Source: an optimization exercise on an open RTL-to-GDS flow (aim: small area). Production flows keep margins and buffers that such runs may drop.
Function was checked by simulation only, so behaviour that the tests miss may differ from the original.

==> flow/design.v <==
module cordic_pipeline_rtl( clock, reset, ce, angle_in, sin_out, cos_out, valid_out );
input clock, reset, ce;
input signed [11:0] angle_in;
output signed [11:0] sin_out, cos_out;
output valid_out;
reg [3:0] valid_cnt;
always @(posedge clock)
  if (reset == 1'b0) valid_cnt <= 4'd15;
  else if (ce && valid_cnt != 4'd0) valid_cnt <= valid_cnt - 4'd1;
assign valid_out = (valid_cnt == 4'd0);
wire sg_1 = angle_in[11];
wire [10:0] u_2 = angle_in[10:0] ^ {11{sg_1}};
wire e_3 = (u_2 >= 11'd804);
wire e_4 = e_3 ? (u_2 >= 11'd1279) : (u_2 >= 11'd329);
wire e_5 = e_3 ? (e_4 ? (u_2 >= 11'd1530) : (u_2 >= 11'd1028)) : (e_4 ? (u_2 >= 11'd580) : (u_2 >= 11'd78));
wire [13:0] E_6 = {sg_1, e_3, e_4, e_5, u_2[9:0]};
reg [13:0] l1_e;
wire [10:0] d_7;
reg [9:0] k_8;
always @* case ({l1_e[12],l1_e[11],l1_e[10]})
  3'd0: k_8 = 10'd177;
  3'd1: k_8 = 10'd947;
  3'd2: k_8 = 10'd699;
  3'd3: k_8 = 10'd445;
  3'd4: k_8 = 10'd251;
  3'd5: k_8 = 10'd1021;
  3'd6: k_8 = 10'd773;
  3'd7: k_8 = 10'd519;
  default: k_8 = 10'd0;
endcase
wire [9:0] w_9 = l1_e[9:0] + k_8;
wire [6:0] sv_10 = (|w_9[9:8]) ? 7'd127 : w_9[7:1];
assign d_7[0] = ~l1_e[13];
assign d_7[1] = l1_e[12] ^ l1_e[13];
assign d_7[2] = l1_e[11] ^ l1_e[13];
assign d_7[3] = l1_e[10] ^ l1_e[13];
assign d_7[4] = sv_10[6] ^ l1_e[13];
assign d_7[5] = sv_10[5] ^ l1_e[13];
assign d_7[6] = sv_10[4] ^ l1_e[13];
assign d_7[7] = sv_10[3] ^ l1_e[13];
assign d_7[8] = sv_10[2] ^ l1_e[13];
assign d_7[9] = sv_10[1] ^ l1_e[13];
assign d_7[10] = sv_10[0] ^ l1_e[13];
reg [10:0] l2_d;
reg [10:0] l3_d;
reg [10:0] l4_d;
reg [10:0] l5_d;
reg [10:0] l6_d;
reg [10:0] l7_d;
reg [10:0] l8_d;
reg [10:0] l9_d;
reg [10:0] l10_d;
reg [10:0] l11_d;
reg signed [11:0] x_11, y_12;
always @* case (l11_d[4:0])
  5'd0: begin x_11 = 12'hf47; y_12 = 12'h975; end
  5'd1: begin x_11 = 12'h68b; y_12 = 12'hf47; end
  5'd2: begin x_11 = 12'h4cd; y_12 = 12'hb7f; end
  5'd3: begin x_11 = 12'h481; y_12 = 12'h4cd; end
  5'd4: begin x_11 = 12'h271; y_12 = 12'h9e3; end
  5'd5: begin x_11 = 12'h61d; y_12 = 12'h271; end
  5'd6: begin x_11 = 12'h65b; y_12 = 12'he49; end
  5'd7: begin x_11 = 12'h1b7; y_12 = 12'h65b; end
  5'd8: begin x_11 = 12'h0e9; y_12 = 12'h97b; end
  5'd9: begin x_11 = 12'h685; y_12 = 12'h0e9; end
  5'd10: begin x_11 = 12'h5c3; y_12 = 12'hcd1; end
  5'd11: begin x_11 = 12'h32f; y_12 = 12'h5c3; end
  5'd12: begin x_11 = 12'h3df; y_12 = 12'haad; end
  5'd13: begin x_11 = 12'h553; y_12 = 12'h3df; end
  5'd14: begin x_11 = 12'h695; y_12 = 12'hfe7; end
  5'd15: begin x_11 = 12'h019; y_12 = 12'h695; end
  5'd16: begin x_11 = 12'h019; y_12 = 12'h96b; end
  5'd17: begin x_11 = 12'h695; y_12 = 12'h019; end
  5'd18: begin x_11 = 12'h553; y_12 = 12'hc21; end
  5'd19: begin x_11 = 12'h3df; y_12 = 12'h553; end
  5'd20: begin x_11 = 12'h32f; y_12 = 12'ha3d; end
  5'd21: begin x_11 = 12'h5c3; y_12 = 12'h32f; end
  5'd22: begin x_11 = 12'h685; y_12 = 12'hf17; end
  5'd23: begin x_11 = 12'h0e9; y_12 = 12'h685; end
  5'd24: begin x_11 = 12'h1b7; y_12 = 12'h9a5; end
  5'd25: begin x_11 = 12'h65b; y_12 = 12'h1b7; end
  5'd26: begin x_11 = 12'h61d; y_12 = 12'hd8f; end
  5'd27: begin x_11 = 12'h271; y_12 = 12'h61d; end
  5'd28: begin x_11 = 12'h481; y_12 = 12'hb33; end
  5'd29: begin x_11 = 12'h4cd; y_12 = 12'h481; end
  5'd30: begin x_11 = 12'h68b; y_12 = 12'h0b9; end
  5'd31: begin x_11 = 12'hf47; y_12 = 12'h68b; end
  default: begin x_11 = 12'h000; y_12 = 12'h000; end
endcase
wire signed [11:0] sy_x_13 = y_12 >>> 5;
wire signed [11:0] sx_x_13 = x_11 >>> 5;
wire [12:0] tx_15 = {x_11, l11_d[5]} + {sy_x_13 ^ {12{l11_d[5]}}, l11_d[5]};
wire [12:0] ty_16 = {y_12, ~l11_d[5]} + {sx_x_13 ^ {12{~l11_d[5]}}, ~l11_d[5]};
wire signed [11:0] x_13 = tx_15[12:1];
wire signed [11:0] y_14 = ty_16[12:1];
wire signed [11:0] sy_x_17 = y_14 >>> 6;
wire signed [11:0] sx_x_17 = x_13 >>> 6;
wire [12:0] tx_19 = {x_13, l11_d[6]} + {sy_x_17 ^ {12{l11_d[6]}}, l11_d[6]};
wire [12:0] ty_20 = {y_14, ~l11_d[6]} + {sx_x_17 ^ {12{~l11_d[6]}}, ~l11_d[6]};
wire signed [11:0] x_17 = tx_19[12:1];
wire signed [11:0] y_18 = ty_20[12:1];
reg signed [11:0] l12_x;
reg signed [11:0] l12_y;
reg [10:7] l12_d;
wire [10:0] dw_21 = {l12_d, 7'd0};
wire signed [11:0] sy_x_22 = l12_y >>> 7;
wire signed [11:0] sx_x_22 = l12_x >>> 7;
wire [12:0] tx_24 = {l12_x, dw_21[7]} + {sy_x_22 ^ {12{dw_21[7]}}, dw_21[7]};
wire [12:0] ty_25 = {l12_y, ~dw_21[7]} + {sx_x_22 ^ {12{~dw_21[7]}}, ~dw_21[7]};
wire signed [11:0] x_22 = tx_24[12:1];
wire signed [11:0] y_23 = ty_25[12:1];
wire signed [11:0] sy_x_26 = y_23 >>> 8;
wire signed [11:0] sx_x_26 = x_22 >>> 8;
wire [12:0] tx_28 = {x_22, dw_21[8]} + {sy_x_26 ^ {12{dw_21[8]}}, dw_21[8]};
wire [12:0] ty_29 = {y_23, ~dw_21[8]} + {sx_x_26 ^ {12{~dw_21[8]}}, ~dw_21[8]};
wire signed [11:0] x_26 = tx_28[12:1];
wire signed [11:0] y_27 = ty_29[12:1];
reg signed [11:0] l13_x;
reg signed [11:0] l13_y;
reg [10:9] l13_d;
wire [10:0] dw_30 = {l13_d, 9'd0};
wire signed [11:0] sy_x_31 = l13_y >>> 9;
wire signed [11:0] sx_x_31 = l13_x >>> 9;
wire [12:0] tx_33 = {l13_x, dw_30[9]} + {sy_x_31 ^ {12{dw_30[9]}}, dw_30[9]};
wire [12:0] ty_34 = {l13_y, ~dw_30[9]} + {sx_x_31 ^ {12{~dw_30[9]}}, ~dw_30[9]};
wire signed [11:0] x_31 = tx_33[12:1];
wire signed [11:0] y_32 = ty_34[12:1];
wire signed [11:0] sy_x_35 = y_32 >>> 10;
wire signed [11:0] sx_x_35 = x_31 >>> 10;
wire [12:0] tx_37 = {x_31, dw_30[10]} + {sy_x_35 ^ {12{dw_30[10]}}, dw_30[10]};
wire [12:0] ty_38 = {y_32, ~dw_30[10]} + {sx_x_35 ^ {12{~dw_30[10]}}, ~dw_30[10]};
wire signed [11:0] x_35 = tx_37[12:1];
wire signed [11:0] y_36 = ty_38[12:1];
reg signed [11:0] l14_x;
reg signed [11:0] l14_y;
wire signed [23:0] ex_39 = l14_x;
wire signed [23:0] px_40 = ex_39 - (ex_39<<<2) + (ex_39<<<4) - (ex_39<<<5) + (ex_39<<<7) + (ex_39<<<9);
wire signed [11:0] rx_41 = px_40[21:10];
wire signed [23:0] ey_42 = l14_y;
wire signed [23:0] py_43 = ey_42 - (ey_42<<<2) + (ey_42<<<4) - (ey_42<<<5) + (ey_42<<<7) + (ey_42<<<9);
wire signed [11:0] ry_44 = py_43[21:10];
reg signed [11:0] l15_c;
reg signed [11:0] l15_s;
assign cos_out = l15_c;
assign sin_out = l15_s;
always @(posedge clock)
  if (ce) begin
    l1_e <= E_6;
    l2_d <= d_7;
    l3_d <= l2_d;
    l4_d <= l3_d;
    l5_d <= l4_d;
    l6_d <= l5_d;
    l7_d <= l6_d;
    l8_d <= l7_d;
    l9_d <= l8_d;
    l10_d <= l9_d;
    l11_d <= l10_d;
    l12_x <= x_17;
    l12_y <= y_18;
    l12_d <= l11_d[10:7];
    l13_x <= x_26;
    l13_y <= y_27;
    l13_d <= dw_21[10:9];
    l14_x <= x_35;
    l14_y <= y_36;
    l15_c <= rx_41;
    l15_s <= ry_44;
  end
endmodule
==> flow/run.sh <==
#!/bin/bash
# synth_recipe.tcl (not shown) runs the flow's synth.tcl, then flattens the netlist and writes it again
# the make line also repeats each setting of config.mk as NAME=value (left out here)
make -C /OpenROAD-flow-scripts/flow DESIGN_CONFIG=/design/flow/config.mk WORK_HOME=/design/flow/orfs CLKGATE_MAP_FILE= SYNTH_SCRIPT=/design/flow/synth_recipe.tcl finish
==> flow/config.mk <==
export PLATFORM = sky130hd
export DESIGN_NAME = cordic_pipeline_rtl
export DESIGN_NICKNAME = cordic_pipeline_rtl
export VERILOG_FILES = /design/flow/design.v
export SDC_FILE = /design/flow/constraint.sdc
export NUM_CORES = 4
export LEC_CHECK = 0
export CAP_MARGIN = 0
export CORE_MARGIN = 2
export CORE_UTILIZATION = 60
export GPL_TIMING_DRIVEN = 0
export SLEW_MARGIN = 0
==> flow/constraint.sdc <==
create_clock -name core_clock -period 4.5 [get_ports {clock}]
set_input_delay 0.9000 -clock core_clock [delete_from_list [all_inputs] [get_ports {clock}]]
set_output_delay 0.9000 -clock core_clock [all_outputs]
set_load 0.01 [all_outputs]
==> flow_summary.toml, run 1 <==
[status]
status = "failed layout checks"
failed_checks = "setup timing"

[cts]
htreeDepth = 1
path_clk_slew_ps = 60
cts_tree = "done"
clock_sinks = 259
holdBufCountCts = 0
numCtsBuffers = 28
cts_buffer_depth = 3
ctsRootBufferMaster = "clkbuf_16"
clk_latency_ps = 560

[cells_and_area]
nets = 2358
final_common_cell = "edfxtp_1"
drive_above_1_share_pct = 16.82
final_cell_mix = "226 x edfxtp_1, 193 x ha_1, 190 x inv_1"
antennaDiodeCount = 0
post-route-util_pct = 72.31
area_growth_syn_to_layout_pct = 18.77

[synthesis]
ys.flop_type = "edfxtp_1"
synthXorXnorAreaFrac_pct = 10.99
yosysWarnings = 1
ys_seq_area_share_pct = 37.59
yosysUniqueCellTypes = 96
postSynthAreaPerCell_um2 = 10.54
synthesis.nets = 2182
synth_fa_ha_area_share_pct = 21.30
synth_top_family_by_area = "adder cells"
synth_compound_area_share_pct = 13.40
muxShareOfSynthArea_pct = 1.150
synthSimpleGateAreaFrac_pct = 10.77
async_flop_share_pct = 0
synth-seq-cells = 259
synthesis.area_um2 = 19810
synth-edff-count = 226
synthCells = 1880

[sta]
slew_headroom_pct = 31.23
worstMarginPinSlew_ps = 1003
fin_crit_sh_pct = 102.8
whs_ps = 415.8
drv_slew = 0
max_clock_freq_mhz = 216.1
fin_ws_ps = -126.8
hold_viol = 0
setup_tns_ps = -309.4
finClkSkew_ps = 7.969
layout_min_cycle_time_ps = 4627
finalSetupViolations = 6
rsz0062_at_grt = "yes"

[setup_path]
crit_arrival_ps = 4920
crit_path_end = "l12_y[11]"
max_stage_delay_ps = 510
r2r-start = "l11_d[5]"
cp_slowest_cell = "edfxtp_1"
cp_max_fo = 6
r2r_cells = 23
critPathKind = "flip-flop to flip-flop"
critPathRequiredTime_ps = 4790
r2r-end = "l12_y[11]"
path_cells = "buf_6 -> buf_12 -> buf_8 -> xor2_2 -> ha_1 -> o21a_1 -> a2bb2oi_4 -> a21o_1 -> a21oi_1 -> o21bai_1 -> a21oi_2 -> buf_4 -> xnor2_4 -> xnor2_2 -> ha_1 -> buf_6 -> nand2_2 -> or2_1 -> a31o_4 -> o21ai_4 -> nand3_2 -> o21a_1 -> xor2_1"
critPathLaunchType = "flip-flop"
end_kind = "flip-flop"
crit_path_start = "l11_d[5]"
rrSetupSlack_ps = -130

[placed_design]
dp_hpwl_mm = 27.83
place_congestion = 0.8896
place.port_buffers = 33
pre_cts_ws_ps = -732.4

[grt]
grt_max_degree = 100
grt_pass1_wl_mm = 63.07
grt.overflow.total = 0
track_usage_pct = 22.36
antenna_found_initial = 0
grt_pass1_vias = 13690

[die]
die_height_um = 185.7
die_w_um = 185.7
num_rows = 66
num_io_pins = 40
dieArea_um2 = 34480
core_area_um2 = 32540
initial_core_util_pct = 60.88

[detailed_routing]
vias = 13900
dr.first_iter.drc_count = 638
ant_nets = 0
drt_wl_total_mm = 38.82
drc = 0
drt-vias-per-instance = 5.523
wl_per_cell_um = 15.42
drtPass1Iterations = 5

[hold_path]
hp-class = "flip-flop to flip-flop"

[run]
drv_cap = 0
-- cells in the mapped netlist, drive strengths merged (20+ instances only) --
cell type | number | area (um2)
clkbuf | 23 | 86.33
and3 | 20 | 130.1
a21o | 30 | 225.2
inv | 206 | 775.7
o21ai | 76 | 387.9
nand3 | 28 | 140.1
nor2 | 123 | 461.7
dfxtp | 33 | 660.6
ha | 206 | 2577
xnor2 | 162 | 1434
a21oi | 110 | 554.3
a31oi | 21 | 131.4
fa | 81 | 1622
o21a | 29 | 217.7
nor2b | 26 | 170.2
nand2 | 85 | 319.1
xor2 | 84 | 743.2
nand2b | 31 | 196.4
nor3 | 48 | 251.5
edfxtp | 226 | 6787
-- metal layers --
layer	up-vias	global-route usage, %	part of all wire (%)
met2	200	41.07	51
li1	6996	-	-
met3	70	2.876	3.0
met4	0	7.433	3.0
met5	-	0	0
met1	6635	27.03	43
-- stage by stage --
stage,instance area [um2],cells
2_1_floorplan,19830,1880
3_3_place_gp,20710,2355
3_5_place_dp,20770,2357
4_1_cts,22490,2462
5_1_grt,23530,2517
6_report,23530,2517
-- flip-flops by register name, indices dropped and copies added (netlist names), 12 cells and up --
name and count:
l13_x 12, l14_x 12, l15_c 12, l15_s 12
l12_y 12, l1_e 14, l13_y 12, l12_x 12
l14_y 12
-- worst min path at each step --
stage	slack (ps)	cells past startpoint	from	to
after global routing	420	0	l8_d[5]	l9_d[5]
final	420	0	l8_d[5]	l9_d[5]
after CTS	410	0	l8_d[5]	l9_d[5]
after detailed placement	400	0	l8_d[5]	l9_d[5]
after floorplan	400	0	l9_d[0]	l10_d[0]
after global placement	400	0	l2_d[10]	l3_d[10]
-- layout make-up --
type / count / area (um2)
Multi-Input combinational cell: 1378 / 12300
Sequential cell: 259 / 7447
Timing Repair Buffer: 149 / 1284
Fill cell: 2358 / 9009
Buffer: 32 / 186.4
Clock buffer: 36 / 788.3
Inverter: 208 / 795.8
Tap cell: 442 / 553.0
Clock inverter: 13 / 175.2
-- cell families after synthesis --
kind of cell	count (synthesis)
flops	259
compound gates	394
xor+xnor	246
mux	22
buf+inv	243
simple gates	427
fa+ha+maj	289
-- worst max-delay path, delay by kind of cell, from the launching register on --
kind,cells,cell delay [ps]
fa+ha+maj,2,660
flops,1,510
buf+inv,5,720
compound gates,9,1500
simple gates,3,380
xor+xnor,4,590
-- what timing repair did --
item | in CTS | in global routing
hold endpoints to repair | 0 | 0
pin swaps | 51 | 102
gates cloned | 1 | 0
setup buffers | 56 | 58
setup endpoints to repair | 37 | 32
resized for setup | 76 | 131
==> inputs of run 2 (changes only) <==
--- a/flow/config.mk
+++ b/flow/config.mk
@@ -6,4 +6,5 @@
 export NUM_CORES = 4
 export LEC_CHECK = 0
+export ABC_AREA = 1
 export CAP_MARGIN = 0
 export CORE_MARGIN = 2
==> run 2 against run 1 <==
Net effect: the run now finishes clean; synthesized cell count rose by 33%; worst setup slack improved by 290 ps; global-route usage rose by 1.5 points; non-clock buffer count fell by 100; highest routed layer unchanged.
==> flow_summary.toml, run 2 <==
[grt]
grt_pass1_vias = 15640
antenna_found_initial = 0
track_usage_pct = 23.90
grt_pass1_wl_mm = 72.00
grt.overflow.total = 0
grt_max_degree = 134

[cells_and_area]
post-route-util_pct = 67.60
largest_reg_flops = 14
n_fill_cell = 2835
design_area_um2 = 23410
drive_above_1_share_pct = 5.414
top_register = "l1_e"
antennaDiodeCount = 0
area_growth_syn_to_layout_pct = 10.73
final_cell_mix = "628 x nand2_1, 401 x inv_1, 226 x edfxtp_1"
seq_area_um2 = 7447
final_common_cell = "nand2_1"
multi_input_area_um2 = 12150
nets = 2902

[cts]
numCtsBuffers = 29
holdBufCountCts = 0
path_clk_slew_ps = 60
cts_buffer_depth = 3
htreeDepth = 1
cts_tree = "done"
clock_sinks = 259
ctsRootBufferMaster = "clkbuf_16"
clk_latency_ps = 580

[detailed_routing]
vias = 16170
drtPass1Iterations = 6
top_layer_used = "met4"
drc = 0
dr.first_iter.drc_count = 932
dr_wl_met2_mm = 21.42
route.met3.wl_mm = 1.254
ant_nets = 0
drt_wl_total_mm = 43.06
drt-vias-per-instance = 5.255
wl_per_cell_um = 13.99
wl_met1_mm = 18.99

[die]
die_height_um = 191.7
dieArea_um2 = 36750
num_io_pins = 40
num_rows = 68
core_area_um2 = 34630
die_w_um = 191.7
initial_core_util_pct = 61.05

[synthesis]
netlist_top_cells_count = "628 x nand2_1, 402 x inv_1, 226 x edfxtp_1"
synth-seq-cells = 259
async_flop_share_pct = 0
synth-edff-count = 226
ys_seq_area_share_pct = 35.23
ys.flop_type = "edfxtp_1"
postSynthAreaPerCell_um2 = 8.442
synthesis.nets = 2806
synth_top_area_cell = "edfxtp_1"
synthCells = 2504
yosysUniqueCellTypes = 53
yosysWarnings = 1
ys_top_cells_by_area = "edfxtp_1 32%, ha_1 12%, nand2_1 11%"
synth.top_cell.area_share_pct = 32.10
yosys.cell_count.top_type = "nand2_1"
synthesis.area_um2 = 21140

[setup_path]
crit_arrival_ps = 4670
critPathKind = "flip-flop to flip-flop"
critPathRequiredTime_ps = 4830
critPathLaunchType = "flip-flop"
end_kind = "flip-flop"
cp_max_fo = 4
r2r_cells = 18
r2r-start = "l14_y[4]"
r2r-end = "l15_s[10]"
rrSetupSlack_ps = 160

[sta]
slew_headroom_pct = 46.52
finClkSkew_ps = 18.99
worstMarginPinSlew_ps = 793.8
finalSetupViolations = 0
layout_min_cycle_time_ps = 4339
fin_crit_sh_pct = 96.43
rsz0062_at_grt = "no"
drv_slew = 0
hold_viol = 0
whs_ps = 413.4
max_clock_freq_mhz = 230.4

[run]
drv_cap = 0

[status]
status = "no timing/DRC/antenna violations"

[hold_path]
hp-class = "flip-flop to flip-flop"
whs_endpoint = "l4_d[1]"
holdPathStages = 0
min-delay-start = "l3_d[1]"

[placed_design]
place_congestion = 0.9198
dp_hpwl_mm = 33.98
place.port_buffers = 39
dpl_cell_area_um2 = 22160
-- run 2: cell count changes after synthesis, moves of 37 or more --
cell	before	now
xnor2_1	160	95
nand4_1	4	42
nor2_1	123	160
inv_1	204	402
nand3_1	28	153
nand2_1	85	628
-- run 2: critical path, stage by stage (launching register included) --
cell and delay [ps]:
edfxtp_1 470, buf_4 190, fa_1 510, inv_1 60, fa_1 540, inv_1 60, fa_1 530, inv_1 40
ha_1 330, a21o_1 190, a21boi_0 170, nand3_1 180, a21oi_2 270, o21ai_2 90, nand2_1 70, nand2_1 100
nand2_1 80, nand2_1 60, xor2_1 140
-- run 2: logic make-up (layout without fill, tap and decap cells) --
group                    after synthesis  in the layout  share of synthesized area [%]
AND/OR/NAND/NOR                     1055           1055                          21.15
buffers and inverters                428            547                          7.837
adder cells (fa/ha/maj)              287            287                          19.86
AO/OA/AOI/OAI                        264            264                          7.038
flip-flops                           259            259                          35.23
XOR/XNOR                             211            211                          8.878
-- run 2: worst max-delay path by stage --
stage | from | endpoint | cells after the start
2_1_floorplan | l14_y[11] | l15_s[10] | 18
4_1_cts | l14_y[10] | l15_s[10] | 19
6_report | l14_y[4] | l15_s[10] | 18
3_5_place_dp | l11_d[5] | l12_x[10] | 25
3_3_place_gp | ce | sx_x_13[2] | 11
5_1_grt | l14_y[4] | l15_s[11] | 18
-- run 2: final cells by class --
type | instances | share of cell area [%]
Sequential cell | 259 | 31.82
Tap cell | 455 | 2.432
Inverter | 412 | 6.628
Clock buffer | 42 | 3.480
Multi-Input combinational cell | 1817 | 51.90
Buffer | 16 | 0.4650
Timing Repair Buffer | 65 | 2.694
Clock inverter | 12 | 0.5826
-- run 2: through the flow --
| stage | instances | setup WS [ps] | TNS (ps) |
|---|---|---|---|
| after floorplan | 2504 | 467.5 | 0 |
| after global placement | 2998 | -8123 | -1262670 |
| after detailed placement | 3000 | -88.22 | -295.6 |
| after CTS | 3056 | 11.32 | 0 |
| after global routing | 3078 | 5.373 | 0 |
| final | 3078 | 160.5 | 0 |
-- run 2: routing by layer --
layer  global-route usage (%)  up-vias
met1                    29.47     7493
met4                    8.521        0
met3                    2.412       67
li1                         -     8362
met5                        0        -
met2                    43.38      252
-- run 2: what timing repair did --
action / CTS / global route
buffers inserted: 2 / 22
gates resized for setup: 2 / 20
cloned: 0 / 0
pin swaps: 0 / 4
setup endpoints to repair: 7 / 19

port drivers added, routing unchanged:
No port has a modelled driver above. Below, the same layouts with a new extraction and two added sets of constraints.
Step 1: set_driving_cell puts a clkbuf_16 on clock and a buf_2 on each other input, an assumption about the parent block.
Step 2 adds t to the input delays and takes it off the output delays; t is the mean of the earliest and latest rising clock arrival at the registers after step 1. Input paths then give back, and output paths get back, about the clock's delay inside the block.
a / b / c = ideal / step 1 / step 2; a / b = the first two.
run	t, ns	slack for setup (ns)	worst hold slack (ns)	latest minus earliest clock arrival (ns)	cell pins on the clock port's net
run 1	0.605	-0.127 / -0.127 / -0.127	0.416 / 0.416 / 0.416	0.009 / 0.008	1
run 2	0.624	0.161 / 0.161 / 0.161	0.413 / 0.413 / 0.413	0.020 / 0.020	1
